From an optimization exercise on the open Yosys and OpenROAD flow, aimed at small area, a short achievable clock period and few clock cycles; shortcuts taken in it are not production practice.
At most, simulation tests tie the RTL to the original design; equivalence was not proved.

==> run a <==
## myCPU
module myCPU (
    input  wire         cpu_rst,
    input  wire         cpu_clk,
    output wire [13:0]  inst_addr,
    input  wire [31:0]  inst,
    output wire [31:0]  Bus_addr,
    input  wire [31:0]  Bus_rdata,
    output wire         Bus_wen,
    output wire [31:0]  Bus_wdata
);
export LEC_CHECK = 0
export CAP_MARGIN = 20
export CORE_MARGIN = 2
export CORE_UTILIZATION = 30
export CTS_BUF_LIST = sky130_fd_sc_hd__clkbuf_8
export SETUP_SLACK_MARGIN = 5
export SLEW_MARGIN = 20
export TNS_END_PERCENT = 10
create_clock -name core_clock -period 10.0 [get_ports {cpu_clk}]
standard.sh (not shown) runs the stock make flow with config.mk's settings and CLKGATE_MAP_FILE= SYNTH_SCRIPT=/design/flow/synth_recipe.tcl, a recipe that flattens the netlist after the stock synthesis.
==> flow/flow/run.sh <==
#!/bin/bash
# The standard layout (standard.sh, with config.mk's settings), with two
# changes to how it is made:
#  - the setup repair aims at a slack of 5.5 ns instead of config.mk's 5 (the
#    clock period and constraints are unchanged; config.mk's TNS_END_PERCENT
#    keeps the repair to the worst endpoints);
#  - the port buffers are plain sky130_fd_sc_hd__buf_4 cells.
# make's full output goes to flow_make.log; ORFS keeps each step's log under
# orfs/logs/.
set -euo pipefail
bash standard.sh SETUP_SLACK_MARGIN=5.5 "BUFFER_PORTS_ARGS=-buffer_cell sky130_fd_sc_hd__buf_4" finish > flow_make.log 2>&1
==> run b (differences from run a) <==
==> flow/flow/run.sh (replaced) <==
#!/bin/bash
# The standard layout (standard.sh, with config.mk's settings), with one
# change to how it is made: the port buffers are plain sky130_fd_sc_hd__buf_4
# cells. make's full output goes to flow_make.log; ORFS keeps each step's log
# under orfs/logs/.
set -euo pipefail
bash standard.sh "BUFFER_PORTS_ARGS=-buffer_cell sky130_fd_sc_hd__buf_4" finish > flow_make.log 2>&1
--- a/flow/config.mk
+++ b/flow/config.mk
@@ -8,7 +8,5 @@
 export CAP_MARGIN = 20
 export CORE_MARGIN = 2
 export CORE_UTILIZATION = 30
-export CTS_BUF_LIST = sky130_fd_sc_hd__clkbuf_8
 export SETUP_SLACK_MARGIN = 5
 export SLEW_MARGIN = 20
-export TNS_END_PERCENT = 10
==> notes.md <==
=====================================================================
Outcome                                                  complete, no violations
Number of non-filler instances in the completed layout           8241
Proportion of layout cells with a drive suffix above 1          18.9%
Clock tree buffer count of the final layout                       151
Number of inserted filler cells in the final layout             19500
Via count                                                       56100
Period minus WS final                                         5.09 ns
Largest delay share family, worst path                   simple AND/OR/NAND/NOR gates
=====================================================================
the above is filed under run b

==> notes.md <==
=====================================================================
Clock Latency Late Sink                                       1.00 ns
Outcome                                                  complete, no violations
Number of inserted filler cells in the final layout             19500
Period minus WS final                                         4.89 ns
DRC viols                                                           0
Buffer type at the clock tree root                       sky130_fd_sc_hd__clkbuf_8
Clock tree buffer count of the final layout                       199
Crit start category                                          register
Largest delay share family, worst path                   compound AO/OA/AOI/OAI gates
Number of non-filler instances in the completed layout           8430
=====================================================================
the above is filed under run a

Testbench counts of run a, summed over its fixed seeds: cycles 176,016.
Testbench counts of run b, summed over its fixed seeds: cycles 176,016.

---

==> inputs of branch willow <==
==> flow/design.v <==
`timescale 1ns / 1ps
module myCPU (
    input  wire         cpu_rst,
    input  wire         cpu_clk,
    output wire [13:0]  inst_addr,
    input  wire [31:0]  inst,
    output wire [31:0]  Bus_addr,
    input  wire [31:0]  Bus_rdata,
    output wire         Bus_wen,
    output wire [31:0]  Bus_wdata
);
    reg  [31:0] e_pc;
    reg  [31:0] e_base;      
    reg  [31:0] e_imm;
    reg  [31:0] e_a;         
    reg  [31:0] e_b;         
    reg  [4:0]  e_rd;
    reg  [2:0]  e_f3;
    reg         e_alt;       
    reg  [1:0]  e_rsel;      
    reg         e_we;        
    reg         e_st;
    reg         e_br;
    reg         e_jmp;
    wire [31:0] agu = e_base + e_imm;
    wire [31:0] pc4 = e_pc + 32'd4;
    wire eq  = (e_a == e_b);
    wire lo  = (e_a[30:0] < e_b[30:0]);
    wire sd  = e_a[31] ^ e_b[31];
    wire ltu = sd ? e_b[31] : lo;
    wire lt  = sd ? e_a[31] : lo;
    wire cmp = e_f3[2] ? (e_f3[1] ? ltu : lt) : eq;
    wire taken = e_jmp | (e_br & (cmp ^ e_f3[0]));
    wire [31:0] npc = taken ? {agu[31:1], 1'b0} : pc4;
    wire [31:0] sum = e_alt ? (e_a - e_b) : (e_a + e_b);
    wire        sleft = ~e_f3[2];
    wire [31:0] a_rev;
    genvar gi;
    generate
        for (gi = 0; gi < 32; gi = gi + 1) begin : g_rev
            assign a_rev[gi] = e_a[31 - gi];
        end
    endgenerate
    wire [31:0] sh_in = sleft ? a_rev : e_a;
    wire signed [32:0] sh_ext = {e_alt & ~sleft & e_a[31], sh_in};
    wire signed [32:0] sh_out = sh_ext >>> e_b[4:0];
    wire [31:0] sh_r = sh_out[31:0];
    wire [31:0] sh_l;
    generate
        for (gi = 0; gi < 32; gi = gi + 1) begin : g_rev2
            assign sh_l[gi] = sh_r[31 - gi];
        end
    endgenerate
    reg [31:0] alu;
    always @(*) begin
        case (e_f3)
            3'b000: alu = sum;
            3'b001: alu = sh_l;
            3'b010: alu = {31'b0, lt};
            3'b011: alu = {31'b0, ltu};
            3'b100: alu = e_a ^ e_b;
            3'b101: alu = sh_r;
            3'b110: alu = e_a | e_b;
            default: alu = e_a & e_b;
        endcase
    end
    wire [31:0] rsh = Bus_rdata >> {agu[1:0], 3'b000};
    wire [31:0] ld = e_f3[1] ? Bus_rdata :
                     e_f3[0] ? {{16{~e_f3[2] & rsh[15]}}, rsh[15:0]} :
                               {{24{~e_f3[2] & rsh[7]}}, rsh[7:0]};
    reg [31:0] res;
    always @(*) begin
        case (e_rsel)
            2'd0: res = alu;
            2'd1: res = ld;
            2'd2: res = pc4;
            default: res = agu;
        endcase
    end
    wire [3:0] wm = e_f3[1] ? 4'b1111 :
                    e_f3[0] ? (agu[1] ? 4'b1100 : 4'b0011) :
                              (4'b0001 << agu[1:0]);
    assign inst_addr = npc[15:2];
    assign Bus_addr  = agu;
    assign Bus_wen   = e_st;
    assign Bus_wdata = {wm[3] ? e_b[31:24] : Bus_rdata[31:24],
                        wm[2] ? e_b[23:16] : Bus_rdata[23:16],
                        wm[1] ? e_b[15:8]  : Bus_rdata[15:8],
                        wm[0] ? e_b[7:0]   : Bus_rdata[7:0]};
    reg [31:0] rf [1:31];
    always @(posedge cpu_clk) begin
        if (e_we)
            rf[e_rd] <= res;
    end
    wire [4:0] op  = inst[6:2];
    wire [2:0] f3  = inst[14:12];
    wire [4:0] rs1 = inst[19:15];
    wire [4:0] rs2 = inst[24:20];
    wire [4:0] rd  = inst[11:7];
    wire is_lui   = (op == 5'b01101);
    wire is_auipc = (op == 5'b00101);
    wire is_jal   = (op == 5'b11011);
    wire is_jalr  = (op == 5'b11001);
    wire is_br    = (op == 5'b11000);
    wire is_ld    = (op == 5'b00000);
    wire is_st    = (op == 5'b01000);
    wire is_opi   = (op == 5'b00100);
    wire is_op    = (op == 5'b01100);
    wire [31:0] r1 = (rs1 == 5'd0) ? 32'd0 :
                     (e_we && e_rd == rs1) ? res : rf[rs1];
    wire [31:0] r2 = (rs2 == 5'd0) ? 32'd0 :
                     (e_we && e_rd == rs2) ? res : rf[rs2];
    wire [31:0] imm_i = {{21{inst[31]}}, inst[30:20]};
    wire [31:0] imm_s = {{21{inst[31]}}, inst[30:25], inst[11:7]};
    wire [31:0] imm_b = {{20{inst[31]}}, inst[7], inst[30:25], inst[11:8], 1'b0};
    wire [31:0] imm_u = {inst[31:12], 12'b0};
    wire [31:0] imm_j = {{12{inst[31]}}, inst[19:12], inst[20], inst[30:21], 1'b0};
    reg [31:0] imm;
    always @(*) begin
        if (is_st)
            imm = imm_s;
        else if (is_br)
            imm = imm_b;
        else if (is_lui | is_auipc)
            imm = imm_u;
        else if (is_jal)
            imm = imm_j;
        else
            imm = imm_i;
    end
    wire [31:0] st_data = f3[1] ? r2 :
                          f3[0] ? {2{r2[15:0]}} : {4{r2[7:0]}};
    always @(posedge cpu_clk) begin
        e_imm  <= imm;
        e_base <= (is_jalr | is_ld | is_st) ? r1 : (is_lui ? 32'd0 : npc);
        e_a    <= r1;
        e_b    <= is_st ? st_data : (is_opi ? imm_i : r2);
        e_rd   <= rd;
        e_f3   <= f3;
        e_alt  <= inst[30] & (is_op | f3 == 3'b101);
        e_rsel <= (is_op | is_opi) ? 2'd0 :
                  is_ld ? 2'd1 :
                  (is_jal | is_jalr) ? 2'd2 : 2'd3;
    end
    always @(posedge cpu_clk or posedge cpu_rst) begin
        if (cpu_rst) begin
            e_pc  <= 32'hFFFF_FFFC;
            e_we  <= 1'b0;
            e_st  <= 1'b0;
            e_br  <= 1'b0;
            e_jmp <= 1'b0;
        end else begin
            e_pc  <= npc;
            e_we  <= (is_lui | is_auipc | is_jal | is_jalr | is_ld | is_opi | is_op) & (rd != 5'd0);
            e_st  <= is_st;
            e_br  <= is_br;
            e_jmp <= is_jal | is_jalr;
        end
    end
endmodule
==> flow/run.sh <==
#!/bin/bash
# synth_recipe.tcl (not shown) runs the flow's synth.tcl, then flattens the netlist and writes it again
# the make line also repeats each setting of config.mk as NAME=value (left out here)
make -C /OpenROAD-flow-scripts/flow DESIGN_CONFIG=/design/flow/config.mk WORK_HOME=/design/flow/orfs CLKGATE_MAP_FILE= SYNTH_SCRIPT=/design/flow/synth_recipe.tcl finish
==> flow/config.mk <==
export PLATFORM = sky130hd
export DESIGN_NAME = myCPU
export DESIGN_NICKNAME = myCPU
export VERILOG_FILES = /design/flow/design.v
export SDC_FILE = /design/flow/constraint.sdc
export NUM_CORES = 4
export LEC_CHECK = 0
export CAP_MARGIN = 20
export CORE_MARGIN = 2
export CORE_UTILIZATION = 30
export SLEW_MARGIN = 20
==> flow/constraint.sdc <==
create_clock -name core_clock -period 10.0 [get_ports {cpu_clk}]
set_input_delay 2.0000 -clock core_clock [delete_from_list [all_inputs] [get_ports {cpu_clk}]]
set_output_delay 2.0000 -clock core_clock [all_outputs]
set_load 0.01 [all_outputs]
==> branch harbor (differences from branch willow) <==
- ABC_CLOCK_PERIOD_IN_PS: not set -> 3000
- CORE_UTILIZATION: 30 -> 40
- SETUP_SLACK_MARGIN: not set -> 5
==> branch onyx (differences from branch willow) <==
--- a/flow/design.v
+++ b/flow/design.v
@@ -11,5 +11,4 @@
 );
-    reg  [31:0] e_pc;
-    reg  [31:0] e_base;      
-    reg  [31:0] e_imm;
+    reg  [31:0] e_pc4;       
+    reg  [31:0] e_ag;        
     reg  [31:0] e_a;         
@@ -22,14 +21,9 @@
     reg         e_st;
-    reg         e_br;
-    reg         e_jmp;
-    wire [31:0] agu = e_base + e_imm;
-    wire [31:0] pc4 = e_pc + 32'd4;
-    wire eq  = (e_a == e_b);
-    wire lo  = (e_a[30:0] < e_b[30:0]);
-    wire sd  = e_a[31] ^ e_b[31];
-    wire ltu = sd ? e_b[31] : lo;
-    wire lt  = sd ? e_a[31] : lo;
-    wire cmp = e_f3[2] ? (e_f3[1] ? ltu : lt) : eq;
-    wire taken = e_jmp | (e_br & (cmp ^ e_f3[0]));
-    wire [31:0] npc = taken ? {agu[31:1], 1'b0} : pc4;
+    reg         e_taken;
+    reg         e_rmw;       
+    wire [31:0] npc = e_taken ? {e_ag[31:1], 1'b0} : e_pc4;
+    wire        lo  = (e_a[30:0] < e_b[30:0]);
+    wire        sd  = e_a[31] ^ e_b[31];
+    wire        ltu = sd ? e_b[31] : lo;
+    wire        lt  = sd ? e_a[31] : lo;
     wire [31:0] sum = e_alt ? (e_a - e_b) : (e_a + e_b);
@@ -66,3 +60,3 @@
     end
-    wire [31:0] rsh = Bus_rdata >> {agu[1:0], 3'b000};
+    wire [31:0] rsh = Bus_rdata >> {e_ag[1:0], 3'b000};
     wire [31:0] ld = e_f3[1] ? Bus_rdata :
@@ -75,4 +69,4 @@
             2'd1: res = ld;
-            2'd2: res = pc4;
-            default: res = agu;
+            2'd2: res = e_pc4;
+            default: res = e_ag;
         endcase
@@ -80,11 +74,12 @@
     wire [3:0] wm = e_f3[1] ? 4'b1111 :
-                    e_f3[0] ? (agu[1] ? 4'b1100 : 4'b0011) :
-                              (4'b0001 << agu[1:0]);
+                    e_f3[0] ? (e_ag[1] ? 4'b1100 : 4'b0011) :
+                              (4'b0001 << e_ag[1:0]);
     assign inst_addr = npc[15:2];
-    assign Bus_addr  = agu;
+    assign Bus_addr  = e_ag;
     assign Bus_wen   = e_st;
-    assign Bus_wdata = {wm[3] ? e_b[31:24] : Bus_rdata[31:24],
-                        wm[2] ? e_b[23:16] : Bus_rdata[23:16],
-                        wm[1] ? e_b[15:8]  : Bus_rdata[15:8],
-                        wm[0] ? e_b[7:0]   : Bus_rdata[7:0]};
+    assign Bus_wdata = e_b;
+    wire [31:0] merged = {wm[3] ? e_b[31:24] : Bus_rdata[31:24],
+                          wm[2] ? e_b[23:16] : Bus_rdata[23:16],
+                          wm[1] ? e_b[15:8]  : Bus_rdata[15:8],
+                          wm[0] ? e_b[7:0]   : Bus_rdata[7:0]};
     reg [31:0] rf [1:31];
@@ -130,2 +125,12 @@
     end
+    wire [31:0] base = (is_jalr | is_ld | is_st) ? r1 : (is_lui ? 32'd0 : npc);
+    wire d_lo  = (r1[30:0] < r2[30:0]);
+    wire d_sd  = r1[31] ^ r2[31];
+    wire d_ltu = d_sd ? r2[31] : d_lo;
+    wire d_lt  = d_sd ? r1[31] : d_lo;
+    wire d_eq  = (r1 == r2);
+    wire d_cmp = f3[2] ? (f3[1] ? d_ltu : d_lt) : d_eq;
+    wire d_taken = is_jal | is_jalr | (is_br & (d_cmp ^ f3[0]));
+    wire rmw1 = is_st & ~f3[1] & ~e_rmw;     
+    wire rmw2 = e_rmw;                       
     wire [31:0] st_data = f3[1] ? r2 :
@@ -133,6 +138,5 @@
     always @(posedge cpu_clk) begin
-        e_imm  <= imm;
-        e_base <= (is_jalr | is_ld | is_st) ? r1 : (is_lui ? 32'd0 : npc);
+        e_ag   <= base + imm;
         e_a    <= r1;
-        e_b    <= is_st ? st_data : (is_opi ? imm_i : r2);
+        e_b    <= rmw2 ? merged : is_st ? st_data : (is_opi ? imm_i : r2);
         e_rd   <= rd;
@@ -146,13 +150,13 @@
         if (cpu_rst) begin
-            e_pc  <= 32'hFFFF_FFFC;
-            e_we  <= 1'b0;
-            e_st  <= 1'b0;
-            e_br  <= 1'b0;
-            e_jmp <= 1'b0;
+            e_pc4   <= 32'd0;
+            e_we    <= 1'b0;
+            e_st    <= 1'b0;
+            e_taken <= 1'b0;
+            e_rmw   <= 1'b0;
         end else begin
-            e_pc  <= npc;
-            e_we  <= (is_lui | is_auipc | is_jal | is_jalr | is_ld | is_opi | is_op) & (rd != 5'd0);
-            e_st  <= is_st;
-            e_br  <= is_br;
-            e_jmp <= is_jal | is_jalr;
+            e_pc4   <= rmw1 ? npc : npc + 32'd4;
+            e_rmw   <= rmw1;
+            e_we    <= (is_lui | is_auipc | is_jal | is_jalr | is_ld | is_opi | is_op) & (rd != 5'd0);
+            e_st    <= is_st & ~rmw1;
+            e_taken <= d_taken;
         end
- ABC_CLOCK_PERIOD_IN_PS: not set -> 3000
- CORE_UTILIZATION: 30 -> 40
- SETUP_SLACK_MARGIN: not set -> 5
==> impl_metrics.ini <==
[critical_path]
path_cells = inv_1, ha_1, or2_2, a221oi_1, o21a_1, a211oi_2, o21ai_1, a21o_1, o31ai_4, xnor2_2, a21oi_4, buf_4, mux2i_1, clkdlybuf4s50_1
crit_family = compound AO/OA/AOI/OAI gates
crit_end = inst_addr[3]

[global_route]
grt_max_degree = 116

[final_layout]
seq_area_mm2 = 0.0335
layout_common_cells = 992 x edfxtp_1, 605 x mux4_2, 296 x nor2_1

[outcome]
run_status = finished clean

[detailed_routing]
route.met2.wl_um = 117000

[logic_synthesis]
synthCells = 4623
synth.net_count = 4825
# the run above: branch willow

==> impl_metrics.ini <==
[logic_synthesis]
synthCells = 4622
synth.net_count = 4879

[critical_path]
crit_family = simple AND/OR/NAND/NOR gates
crit_end = e_taken$_DFF_PP0_

[outcome]
run_status = finished clean

[global_route]
grt_max_degree = 86

[detailed_routing]
route.met2.wl_um = 121000
# the run above: branch onyx

==> impl_metrics.ini <==
[global_route]
grt_max_degree = 121

[critical_path]
crit_family = compound AO/OA/AOI/OAI gates
path_cells = buf_12, inv_16, ha_4, or4_4, o21a_4, a211oi_4, o21ai_4, a21o_1, o31ai_4, xnor2_2, a21oi_4, buf_6, buf_16, mux2_4, buf_6

[final_layout]
seq_area_mm2 = 0.0336
layout_common_cells = 992 x edfxtp_1, 605 x mux4_2, 290 x nor2_1

[outcome]
run_status = finished clean

[logic_synthesis]
synthCells = 4623
synth.net_count = 4825

[detailed_routing]
route.met2.wl_um = 117000
# the run above: branch harbor

Testbench counts of branch willow, summed over its fixed seeds: cycles 176,016.
Testbench counts of branch harbor, summed over its fixed seeds: cycles 176,016.
No functional check of the RTL was part of branch onyx.

## separate check: timing with driven ports
The results above use ideal ports. As a check the final layouts listed here were re-extracted and re-timed, cells and wires unchanged. Step 1 sets driving cells, clkbuf_16 on the clock port and buf_2 on the other inputs (assumed; they add their load-dependent delay and slew). Step 2 moves the port delays by t, midway between the first and last clock arrival at a register: inputs arrive t later, outputs are due t later. That takes back most of the time a late clock gives input paths. Three values: no drivers, after step 1, after step 2; two values: the first two.
| run | shift t [ns] | setup WS [ns] | worst hold slack (ns) | worst setup path after step 2 |
|---|---|---|---|---|
| run a | 1.030 | 5.115 / 5.040 / 4.035 | 0.585 / 0.585 / 0.585 | input to register |
| run b | 0.872 | 4.909 / 4.919 / 4.094 | 0.614 / 0.614 / 0.614 | input to register |
| branch willow | 0.863 | 1.631 / 1.545 / 2.408 | 0.531 / 0.531 / 0.531 | register to output |
| branch harbor | 0.835 | 3.784 / 3.701 / 4.184 | 0.542 / 0.542 / 0.542 | input to register |
| branch onyx | 0.818 | 3.363 / 3.363 / 2.729 | 0.573 / 0.573 / 0.573 | input to register |
After both steps setup and hold are still met in every run listed. The setup slack of run a, which loses most, moves by -0.075 ns with the drivers and by -1.080 ns with both steps.
